This is an optimization exercise on Yosys and OpenROAD, whose aim is small area and a short achievable clock period, not a production implementation. Where RTL was checked, it was by simulation tests only, not by an equivalence proof against the original. The clock port is modelled as an ideal driver, which makes a skipped or thinned clock tree look cheaper than it is; a real chip needs a root buffer or a tree. Power figures rest on the tool's default switching activity, not on a simulated workload.

==> flow/design.v <==
module hb_task_queue_core #(
    parameter DEPTH = 16,
    parameter WIDTH = 32
)(
    input  logic clk,
    input  logic reset,                  
    input  logic push_req,
    input  logic [WIDTH-1:0] data_in,
    output logic full,
    output logic valid_out,
    output logic [WIDTH-1:0] data_out,
    input  logic pop_req,
    output logic empty                   
);
    localparam RDEPTH = DEPTH - 1;       
    logic [WIDTH-1:0] head_q;
    logic [WIDTH-1:0] slot [0:RDEPTH-1];
    logic [DEPTH:0]   occ;               
    logic             valid_q, full_q;   
    logic             le1_q;             
    logic             mid_q;             
    assign data_out  = head_q;
    assign valid_out = valid_q;
    assign full      = full_q;
    assign empty     = occ[0];
    wire push_ok = push_req && !occ[DEPTH];
    wire pop_ok  = pop_req && !occ[0];
    wire inc     = push_ok && !pop_ok;
    wire dec     = pop_ok && !push_ok;
    wire head_en = occ[0] ? push_req : pop_req;
    logic [WIDTH-1:0] head_d;
    always_comb begin
        head_d = le1_q ? data_in : '0;
        for (int j = 0; j < RDEPTH; j++)
            head_d = head_d | (occ[j+2] ? slot[j] : '0);
    end
    always_ff @(posedge clk) begin
        if (head_en)
            head_q <= head_d;
        else
            head_q <= head_q & {WIDTH{!occ[0]}};
    end
    wire shift = push_req && mid_q;
    always_ff @(posedge clk) begin
        if (shift) begin
            slot[0] <= data_in;
            for (int j = 1; j < RDEPTH; j++)
                slot[j] <= slot[j-1];
        end
    end
    logic [DEPTH:0] occ_n;
    always_comb begin
        occ_n = occ;
        if (inc)      occ_n = {occ[DEPTH-1:0], 1'b0};
        else if (dec) occ_n = {1'b0, occ[DEPTH:1]};
    end
    always_ff @(posedge clk) begin
        if (reset) begin
            occ     <= {{DEPTH{1'b0}}, 1'b1};
            valid_q <= 1'b0;
            full_q  <= 1'b0;
            le1_q   <= 1'b1;
            mid_q   <= 1'b0;
        end else begin
            occ     <= occ_n;
            valid_q <= !occ_n[0];
            full_q  <= occ_n[DEPTH];
            le1_q   <= occ_n[0] | occ_n[1];
            mid_q   <= !occ_n[0] && !occ_n[DEPTH];
        end
    end
endmodule
module hb_task_distributor (
    input  logic clk,
    input  logic reset,                  
    input  logic in_valid,
    input  logic [31:0] in_data,
    output logic out_valid,
    output logic [31:0] out_data,
    input  logic consumer_ready
);
    logic buffered_valid;                
    logic buffered_empty;                
    logic [31:0] buffered_data;
    assign out_valid = buffered_valid;
    assign out_data  = buffered_data;
    always_ff @(posedge clk) begin
        if (in_valid && buffered_empty)
            buffered_data <= in_data;
        else
            buffered_data <= buffered_data & {32{!buffered_empty}};
    end
    logic valid_n;
    always_comb begin
        if (buffered_empty)
            valid_n = in_valid;
        else
            valid_n = !consumer_ready;
    end
    always_ff @(posedge clk) begin
        if (reset) begin
            buffered_valid <= 1'b0;
            buffered_empty <= 1'b1;
        end else begin
            buffered_valid <= valid_n;
            buffered_empty <= !valid_n;
        end
    end
endmodule
module hb_arbiter_banked (
    input  logic clk,
    input  logic reset,                  
    input  logic in_valid,
    input  logic [31:0] in_data,
    output logic [1:0] grant_out,
    output logic [1:0] served_bank
);
    logic rr;
    logic [1:0] grant;
    assign grant_out   = grant;
    assign served_bank = grant;
    always_ff @(posedge clk) begin
        if (reset) begin
            grant <= 2'b00;
            rr    <= 1'b0;
        end else begin
            grant <= in_valid ? (rr ? 2'b10 : 2'b01) : 2'b00;
            if (in_valid) rr <= ~rr;
        end
    end
endmodule
module hb_task_queue_top (
    input  logic        clk,
    input  logic        reset,             
    input  logic        push_req,
    input  logic [31:0] data_in,
    input  logic        pop_req,
    output logic        full,
    output logic        valid_out,
    output logic [31:0] data_out,
    input  logic        consumer_ready,
    output logic        dist_out_valid,
    output logic [31:0] dist_out_data,
    output logic [1:0]  grant_out,
    output logic [1:0]  served_bank
);
    logic q_empty;
    hb_task_queue_core #(.DEPTH(16), .WIDTH(32)) dut_queue (
        .clk(clk),
        .reset(reset),
        .push_req(push_req),
        .data_in(data_in),
        .full(full),
        .valid_out(valid_out),
        .data_out(data_out),
        .pop_req(pop_req),
        .empty(q_empty)
    );
    hb_task_distributor distributor (
        .clk(clk),
        .reset(reset),
        .in_valid(!q_empty),
        .in_data(data_out),
        .out_valid(dist_out_valid),
        .out_data(dist_out_data),
        .consumer_ready(consumer_ready)
    );
    hb_arbiter_banked arbiter (
        .clk(clk),
        .reset(reset),
        .in_valid(!q_empty),
        .in_data(data_out),
        .grant_out(grant_out),
        .served_bank(served_bank)
    );
endmodule
==> flow/config.mk <==
export PLATFORM = sky130hd
export DESIGN_NAME = hb_task_queue_top
export DESIGN_NICKNAME = hb_task_queue_top
export VERILOG_FILES = /design/flow/design.v
export SDC_FILE = /design/flow/constraint.sdc
export NUM_CORES = 4
export LEC_CHECK = 0
export CAP_MARGIN = 20
export CORE_MARGIN = 2
export CORE_UTILIZATION = 60
export PLACE_DENSITY = 0.72
export SETUP_SLACK_MARGIN = 1.9
export SLEW_MARGIN = 20
==> flow/constraint.sdc <==
create_clock -name core_clock -period 3.6 [get_ports {clk}]
set_input_delay 0.7200 -clock core_clock [delete_from_list [all_inputs] [get_ports {clk}]]
set_output_delay 0.7200 -clock core_clock [all_outputs]
set_load 0.01 [all_outputs]
standard.sh (not shown) runs the stock make flow with config.mk's settings and CLKGATE_MAP_FILE= SYNTH_SCRIPT=/design/flow/synth_recipe.tcl, a recipe that flattens the netlist after the stock synthesis.
==> flow/flow/run.sh <==
#!/bin/bash
# Own layout flow: the standard ORFS flow, with two changes:
#  - the clock tree is built by flow/pre_cts.tcl (two inverter levels) in
#    place of TritonCTS;
#  - every port gets a buf_2 as its port buffer.
# Each ORFS step writes its full log under orfs/logs/; make's own output goes
# to flow_make.log in the work folder.
set -euo pipefail
W=$(pwd)
bash standard.sh \
  PRE_CTS_TCL="$W/flow/pre_cts.tcl" \
  BUFFER_PORTS_ARGS="-buffer_cell sky130_fd_sc_hd__buf_2" \
  finish > "$W/flow_make.log" 2>&1
Other scripts of this flow, unchanged in this note and not shown: flow/flow/mtree.tcl, flow/flow/pre_cts.tcl
The first run completed with no timing, DRC or antenna violations.
Then changed:
--- a/flow/design.v
+++ b/flow/design.v
@@ -14,21 +14,20 @@
 );
     localparam RDEPTH = DEPTH - 1;       
     logic [WIDTH-1:0] head_q;
     logic [WIDTH-1:0] slot [0:RDEPTH-1];
+    logic [DEPTH-1:0] occ_lo;            
+    logic             nfull_q;           
     logic [DEPTH:0]   occ;               
     logic             valid_q, full_q;   
     logic             le1_q;             
     logic             mid_q;             
     assign data_out  = head_q;
     assign valid_out = valid_q;
     assign full      = full_q;
     assign empty     = occ[0];
-    wire push_ok = push_req && !occ[DEPTH];
-    wire pop_ok  = pop_req && !occ[0];
-    wire inc     = push_ok && !pop_ok;
-    wire dec     = pop_ok && !push_ok;
-    wire head_en = occ[0] ? push_req : pop_req;
+    assign occ       = {!nfull_q, occ_lo};
+    wire head_en = occ[0] || pop_req;
     logic [WIDTH-1:0] head_d;
     always_comb begin
         head_d = le1_q ? data_in : '0;
         for (int j = 0; j < RDEPTH; j++)
@@ -36,10 +35,8 @@
     end
     always_ff @(posedge clk) begin
         if (head_en)
             head_q <= head_d;
-        else
-            head_q <= head_q & {WIDTH{!occ[0]}};
     end
     wire shift = push_req && mid_q;
     always_ff @(posedge clk) begin
         if (shift) begin
@@ -47,27 +44,48 @@
             for (int j = 1; j < RDEPTH; j++)
                 slot[j] <= slot[j-1];
         end
     end
-    logic [DEPTH:0] occ_n;
+    logic [DEPTH:0] occ_up, occ_dn, occ_both, occ_n;
     always_comb begin
-        occ_n = occ;
-        if (inc)      occ_n = {occ[DEPTH-1:0], 1'b0};
-        else if (dec) occ_n = {1'b0, occ[DEPTH:1]};
+        occ_up          = {occ[DEPTH-1:0], 1'b0};
+        occ_up[DEPTH]   = occ[DEPTH-1] | occ[DEPTH];
+        occ_dn          = {1'b0, occ[DEPTH:1]};
+        occ_dn[0]       = occ[0] | occ[1];
+        occ_both        = occ;
+        occ_both[0]     = 1'b0;
+        occ_both[1]     = occ[0] | occ[1];
+        occ_both[DEPTH-1] = occ[DEPTH-1] | occ[DEPTH];
+        occ_both[DEPTH] = 1'b0;
+    end
+    function automatic [3:0] flags(input [DEPTH:0] o);
+        flags = {!o[0], o[DEPTH], o[0] | o[1], !o[0] && !o[DEPTH]};
+    endfunction
+    wire [3:0] fl_hold = flags(occ);
+    wire [3:0] fl_up   = flags(occ_up);
+    wire [3:0] fl_dn   = flags(occ_dn);
+    wire [3:0] fl_both = flags(occ_both);
+    logic [3:0] fl_n;
+    always_comb begin
+        case ({push_req, pop_req})
+            2'b10:   begin occ_n = occ_up;   fl_n = fl_up;   end
+            2'b01:   begin occ_n = occ_dn;   fl_n = fl_dn;   end
+            2'b11:   begin occ_n = occ_both; fl_n = fl_both; end
+            default: begin occ_n = occ;      fl_n = fl_hold; end
+        endcase
     end
     always_ff @(posedge clk) begin
         if (reset) begin
-            occ     <= {{DEPTH{1'b0}}, 1'b1};
+            occ_lo  <= {{(DEPTH-1){1'b0}}, 1'b1};
+            nfull_q <= 1'b1;
             valid_q <= 1'b0;
             full_q  <= 1'b0;
             le1_q   <= 1'b1;
             mid_q   <= 1'b0;
         end else begin
-            occ     <= occ_n;
-            valid_q <= !occ_n[0];
-            full_q  <= occ_n[DEPTH];
-            le1_q   <= occ_n[0] | occ_n[1];
-            mid_q   <= !occ_n[0] && !occ_n[DEPTH];
+            occ_lo  <= occ_n[DEPTH-1:0];
+            nfull_q <= !occ_n[DEPTH];
+            {valid_q, full_q, le1_q, mid_q} <= fl_n;
         end
     end
 endmodule
 module hb_task_distributor (
The changed run produced a clean layout. Global-route usage fell by 0.16 points. Routed wire length rose by about 0.9%. Setup slack loses 0.046 ns. Fmax fell by 2.6%. Sequential share of layout area rose by 0.77 points. Cell area rose by about 1%. Die area rose by about 0.8%. Combinational power fell by about 2%.
Function not checked in the second run of this note: the RTL went through the layout flow alone. No run of this note takes its clock network from TritonCTS; it comes from the design's own scripts or RTL.

========
Starts from the design.v that is shown in full above.
Settings: LEC_CHECK=0, CAP_MARGIN=20, CORE_MARGIN=2, CORE_UTILIZATION=60, PLACE_DENSITY=0.72, SETUP_SLACK_MARGIN=1.9, SLEW_MARGIN=20; clock period 3.6 ns.
==> flow/flow/run.sh <==
#!/bin/bash
# Own layout flow: the standard ORFS flow, with two changes:
#  - the clock tree is built by flow/pre_cts.tcl (a two-level tree) in
#    place of TritonCTS;
#  - every port gets a buf_2 as its port buffer.
# Each ORFS step writes its full log under orfs/logs/; make's own output goes
# to flow_make.log in the work folder.
set -euo pipefail
W=$(pwd)
bash standard.sh \
  PRE_CTS_TCL="$W/flow/pre_cts.tcl" \
  BUFFER_PORTS_ARGS="-buffer_cell sky130_fd_sc_hd__buf_2" \
  finish > "$W/flow_make.log" 2>&1
Other scripts of this flow, unchanged in this note and not shown: flow/flow/mtree.tcl, flow/flow/pre_cts.tcl
The starting point produced a clean layout.
Rerun with:
--- a/flow/design.v
+++ b/flow/design.v
@@ -13,18 +13,21 @@
     output logic empty                   
 );
     localparam RDEPTH = DEPTH - 1;       
     logic [WIDTH-1:0] head_q;
     logic [WIDTH-1:0] slot [0:RDEPTH-1];
+    logic [DEPTH-1:0] occ_lo;            
+    logic             nfull_q;           
     logic [DEPTH:0]   occ;               
     logic             valid_q, full_q;   
     logic             le1_q;             
     logic             mid_q;             
     assign data_out  = head_q;
     assign valid_out = valid_q;
     assign full      = full_q;
     assign empty     = occ[0];
+    assign occ       = {!nfull_q, occ_lo};
     wire push_ok = push_req && !occ[DEPTH];
     wire pop_ok  = pop_req && !occ[0];
     wire inc     = push_ok && !pop_ok;
     wire dec     = pop_ok && !push_ok;
     wire head_en = occ[0] ? push_req : pop_req;
@@ -54,17 +57,19 @@
         if (inc)      occ_n = {occ[DEPTH-1:0], 1'b0};
         else if (dec) occ_n = {1'b0, occ[DEPTH:1]};
     end
     always_ff @(posedge clk) begin
         if (reset) begin
-            occ     <= {{DEPTH{1'b0}}, 1'b1};
+            occ_lo  <= {{(DEPTH-1){1'b0}}, 1'b1};
+            nfull_q <= 1'b1;
             valid_q <= 1'b0;
             full_q  <= 1'b0;
             le1_q   <= 1'b1;
             mid_q   <= 1'b0;
         end else begin
-            occ     <= occ_n;
+            occ_lo  <= occ_n[DEPTH-1:0];
+            nfull_q <= !occ_n[DEPTH];
             valid_q <= !occ_n[0];
             full_q  <= occ_n[DEPTH];
             le1_q   <= occ_n[0] | occ_n[1];
             mid_q   <= !occ_n[0] && !occ_n[DEPTH];
         end
Fmax falls by about 4%.
Combinational power shrinks by about 4%.
Flip-flop and latch count increases by 1.
Die area increases by about 0.9%.
Worst setup slack loses 69 ps.
Clock skew grows by 3.2 ps.
Function not checked in the second run of this note: the RTL went through the layout flow alone. In every run of this note, the design's own scripts or RTL, not TritonCTS, make the clock network.

========
RTL: the design.v shown in full above, as it stands there.
clock: 3.6 ns
lec_check: 0
cap_margin: 20
core_margin: 2
core_utilization: 40
setup_slack_margin: 1.9
slew_margin: 20
Scripts as last shown in full above: flow/flow/run.sh
Other scripts of this flow, unchanged in this note and not shown: flow/flow/mtree.tcl, flow/flow/pre_cts.tcl
Then changed:
--- a/flow/design.v
+++ b/flow/design.v
@@ -17,9 +17,8 @@
     logic [WIDTH-1:0] slot [0:RDEPTH-1];
     logic [DEPTH:0]   occ;               
     logic             valid_q, full_q;   
     logic             le1_q;             
-    logic             mid_q;             
     assign data_out  = head_q;
     assign valid_out = valid_q;
     assign full      = full_q;
     assign empty     = occ[0];
@@ -36,12 +35,10 @@
     end
     always_ff @(posedge clk) begin
         if (head_en)
             head_q <= head_d;
-        else
-            head_q <= head_q & {WIDTH{!occ[0]}};
     end
-    wire shift = push_req && mid_q;
+    wire shift = push_req && !occ[0] && !occ[DEPTH];
     always_ff @(posedge clk) begin
         if (shift) begin
             slot[0] <= data_in;
             for (int j = 1; j < RDEPTH; j++)
@@ -59,15 +56,13 @@
             occ     <= {{DEPTH{1'b0}}, 1'b1};
             valid_q <= 1'b0;
             full_q  <= 1'b0;
             le1_q   <= 1'b1;
-            mid_q   <= 1'b0;
         end else begin
             occ     <= occ_n;
             valid_q <= !occ_n[0];
             full_q  <= occ_n[DEPTH];
             le1_q   <= occ_n[0] | occ_n[1];
-            mid_q   <= !occ_n[0] && !occ_n[DEPTH];
         end
     end
 endmodule
 module hb_task_distributor (
@@ -86,10 +81,8 @@
     assign out_data  = buffered_data;
     always_ff @(posedge clk) begin
         if (in_valid && buffered_empty)
             buffered_data <= in_data;
-        else
-            buffered_data <= buffered_data & {32{!buffered_empty}};
     end
     logic valid_n;
     always_comb begin
         if (buffered_empty)
What happened: Power rises by 7.7%; first-iteration DRC count rises by 2.3%; register-to-register slack gets worse by 0.04 ns; wire length falls by 7.4%; synthesized cell count came out lower by 16%; die area decreases by 0.91%; sequential share of layout area is higher by 4.2 points; setup slack is worse by 0.059 ns; via count drops by 9.1%.
No run of this note takes its clock network from TritonCTS; it comes from the design's own scripts or RTL.

========
hb_task_queue_top, a different RTL version from the one above (not shown whole).
Size: about 1100 cells after synthesis, ~570 flip-flops, roughly 110 I/O pins, roughly 20000 sq um of cells after synthesis.
==> module hb_task_queue_core, before the edit <==
module hb_task_queue_core #(
    parameter DEPTH = 16,
    parameter WIDTH = 32
)(
    input  logic clk,
    input  logic reset,                  
    input  logic push_req,
    input  logic [WIDTH-1:0] data_in,
    output logic full,
    output logic valid_out,
    output logic [WIDTH-1:0] data_out,
    input  logic pop_req,
    output logic empty                   
);
    localparam RDEPTH = DEPTH - 1;       
    logic [WIDTH-1:0]  head_q;
    logic [WIDTH-1:0]  slot [0:RDEPTH-1];
    logic [DEPTH:0]    occ;              
    logic [RDEPTH-1:0] rsel;             
    logic              valid_q, full_q;  
    logic              le1_q;            
    logic              mid_q;            
    assign data_out  = head_q;
    assign valid_out = valid_q;
    assign full      = full_q;
    assign empty     = occ[0];
    assign occ       = {rsel, valid_q & le1_q, !valid_q};
    wire head_en = occ[0] || pop_req;
    logic [WIDTH-1:0] head_d;
    always_comb begin
        head_d = le1_q ? data_in : '0;
        for (int j = 0; j < RDEPTH; j++)
            head_d = head_d | (rsel[j] ? slot[j] : '0);
    end
    always_ff @(posedge clk) begin
        if (head_en)
            head_q <= head_d;
    end
    wire shift = push_req && mid_q;
    always_ff @(posedge clk) begin
        if (shift) begin
            slot[0] <= data_in;
            for (int j = 1; j < RDEPTH; j++)
                slot[j] <= slot[j-1];
        end
    end
    logic [DEPTH:0] occ_up, occ_dn, occ_both;
    always_comb begin
        occ_up            = {occ[DEPTH-1:0], 1'b0};
        occ_up[DEPTH]     = occ[DEPTH-1] | occ[DEPTH];
        occ_dn            = {1'b0, occ[DEPTH:1]};
        occ_dn[0]         = occ[0] | occ[1];
        occ_both          = occ;
        occ_both[0]       = 1'b0;
        occ_both[1]       = occ[0] | occ[1];
        occ_both[DEPTH-1] = occ[DEPTH-1] | occ[DEPTH];
        occ_both[DEPTH]   = 1'b0;
    end
    logic s_hold, s_push, s_pop, s_both;
    hb_req_decode decode (
        .push_req(push_req),
        .pop_req(pop_req),
        .reset(reset),
        .s_hold(s_hold),
        .s_push(s_push),
        .s_pop(s_pop),
        .s_both(s_both)
    );
    wire [DEPTH:0] occ_n = ({(DEPTH+1){s_hold}} & occ)
                         | ({(DEPTH+1){s_push}} & occ_up)
                         | ({(DEPTH+1){s_pop}}  & occ_dn)
                         | ({(DEPTH+1){s_both}} & occ_both)
                         | {{DEPTH{1'b0}}, reset};
    always_ff @(posedge clk) begin
        rsel    <= occ_n[DEPTH:2];
        valid_q <= !occ_n[0];
        full_q  <= occ_n[DEPTH];
        le1_q   <= occ_n[0] | occ_n[1];
        mid_q   <= !occ_n[0] && !occ_n[DEPTH];
    end
endmodule
==> flow/config.mk <==
export PLATFORM = sky130hd
export DESIGN_NAME = hb_task_queue_top
export DESIGN_NICKNAME = hb_task_queue_top
export VERILOG_FILES = /design/flow/design.v
export SDC_FILE = /design/flow/constraint.sdc
export NUM_CORES = 4
export LEC_CHECK = 0
export CAP_MARGIN = 20
export CORE_MARGIN = 2
export CORE_UTILIZATION = 60
export PLACE_DENSITY = 0.72
export SETUP_SLACK_MARGIN = 1.95
export SLEW_MARGIN = 20
export SYNTH_HIERARCHICAL = 1
export SYNTH_MINIMUM_KEEP_SIZE = 0
==> flow/constraint.sdc <==
create_clock -name core_clock -period 3.6 [get_ports {clk}]
set_input_delay 0.7200 -clock core_clock [delete_from_list [all_inputs] [get_ports {clk}]]
set_output_delay 0.7200 -clock core_clock [all_outputs]
set_load 0.01 [all_outputs]
==> flow/flow/run.sh <==
#!/bin/bash
# Own layout flow: the standard ORFS flow, with two changes:
#  - the clock tree is built by flow/pre_cts.tcl (two inverter levels) in
#    place of TritonCTS;
#  - every port gets a buf_1 as its port buffer.
# Each ORFS step writes its full log under orfs/logs/; make's own output goes
# to flow_make.log in the work folder.
set -euo pipefail
W=$(pwd)
bash standard.sh \
  PRE_CTS_TCL="$W/flow/pre_cts.tcl" \
  BUFFER_PORTS_ARGS="-buffer_cell sky130_fd_sc_hd__buf_1" \
  finish > "$W/flow_make.log" 2>&1
Other scripts of this flow, unchanged in this note and not shown: flow/flow/mtree.tcl, flow/flow/pre_cts.tcl
The first run ran to the end with no violations.
Change:
--- a/flow/design.v
+++ b/flow/design.v
@@ -26,12 +26,20 @@
     assign empty     = occ[0];
     assign occ       = {rsel, valid_q & le1_q, !valid_q};
     wire head_en = occ[0] || pop_req;
     logic [WIDTH-1:0] head_d;
-    always_comb begin
-        head_d = le1_q ? data_in : '0;
-        for (int j = 0; j < RDEPTH; j++)
-            head_d = head_d | (rsel[j] ? slot[j] : '0);
+    for (genvar i = 0; i < WIDTH; i++) begin : g_hd
+        logic [5:0] t_n;
+        for (genvar p = 0; p < 5; p++) begin : g_p
+            hb_aoi222 l1 (.a0(rsel[3*p]),   .b0(slot[3*p][i]),
+                          .a1(rsel[3*p+1]), .b1(slot[3*p+1][i]),
+                          .a2(rsel[3*p+2]), .b2(slot[3*p+2][i]), .y(t_n[p]));
+        end
+        hb_nand2 l1d (.a(le1_q), .b(data_in[i]), .y(t_n[5]));
+        logic [1:0] t_o;
+        hb_nand3 l2a (.a(t_n[0]), .b(t_n[1]), .c(t_n[2]), .y(t_o[0]));
+        hb_nand3 l2b (.a(t_n[3]), .b(t_n[4]), .c(t_n[5]), .y(t_o[1]));
+        hb_or2 l3 (.a(t_o[0]), .b(t_o[1]), .y(head_d[i]));
     end
     always_ff @(posedge clk) begin
         if (head_en)
             head_q <= head_d;
@@ -91,8 +99,21 @@
     assign s_hold = !reset && !push_req && !pop_req;
     assign s_push = !reset &&  push_req && !pop_req;
     assign s_pop  = !reset && !push_req &&  pop_req;
     assign s_both = !reset &&  push_req &&  pop_req;
+endmodule
+module hb_aoi222 (input logic a0, input logic b0, input logic a1, input logic b1,
+                  input logic a2, input logic b2, output logic y);
+    assign y = !((a0 & b0) | (a1 & b1) | (a2 & b2));
+endmodule
+module hb_nand2 (input logic a, input logic b, output logic y);
+    assign y = !(a & b);
+endmodule
+module hb_nand3 (input logic a, input logic b, input logic c, output logic y);
+    assign y = !(a & b & c);
+endmodule
+module hb_or2 (input logic a, input logic b, output logic y);
+    assign y = a | b;
 endmodule
 module hb_task_distributor (
     input  logic clk,
     input  logic reset,                  
The changed run completed with no timing, DRC or antenna violations.
Design area climbs by 0.60%.
Die area went down by 3.3%.
Sequential share of layout area falls by 0.42 points.
Worst setup slack gets worse by 0.079 ns.
Sequential cell count is unchanged.
Clock skew rises by 0.0042 ns.
For the second run of this note, only the layout was checked, not whether the RTL still works. No run of this note takes its clock network from TritonCTS; it comes from the design's own scripts or RTL.

[re-timing with driven ports]
No port has a modelled driver above. Below, the same layouts with a new extraction and two added sets of constraints. Step 1, drivers: a clkbuf_16 drives clk and a buf_2 each remaining input, both assumed. Step 2 also shifts input and output timing later by t, the mid clock arrival at the registers, as if the neighbouring blocks saw the same clock. Slacks: ideal ports / drivers / drivers and shift; pairs: ideal ports / drivers.
run	t (ns)	slack for setup (ns)	cell pins on the clock port's net
the first run of note 1	0.405	1.873 / 1.829 / 1.658	4
the second run of note 1	0.400	1.827 / 1.823 / 1.588	4
the first run of note 2	0.461	1.923 / 1.812 / 1.526	4
the second run of note 2	0.463	1.854 / 1.840 / 1.542	4
the first run of note 3	0.473	1.906 / 1.787 / 1.539	4
the second run of note 3	0.472	1.846 / 1.760 / 1.462	4
the first run of note 4	0.384	1.783 / 1.820 / 1.539	4
the second run of note 4	0.391	1.704 / 1.775 / 1.506	4
After both steps setup and hold are still met in every run listed. For the first run of note 2, which loses most, drivers alone change the setup slack by -0.111 ns; drivers and shift together by -0.397 ns.
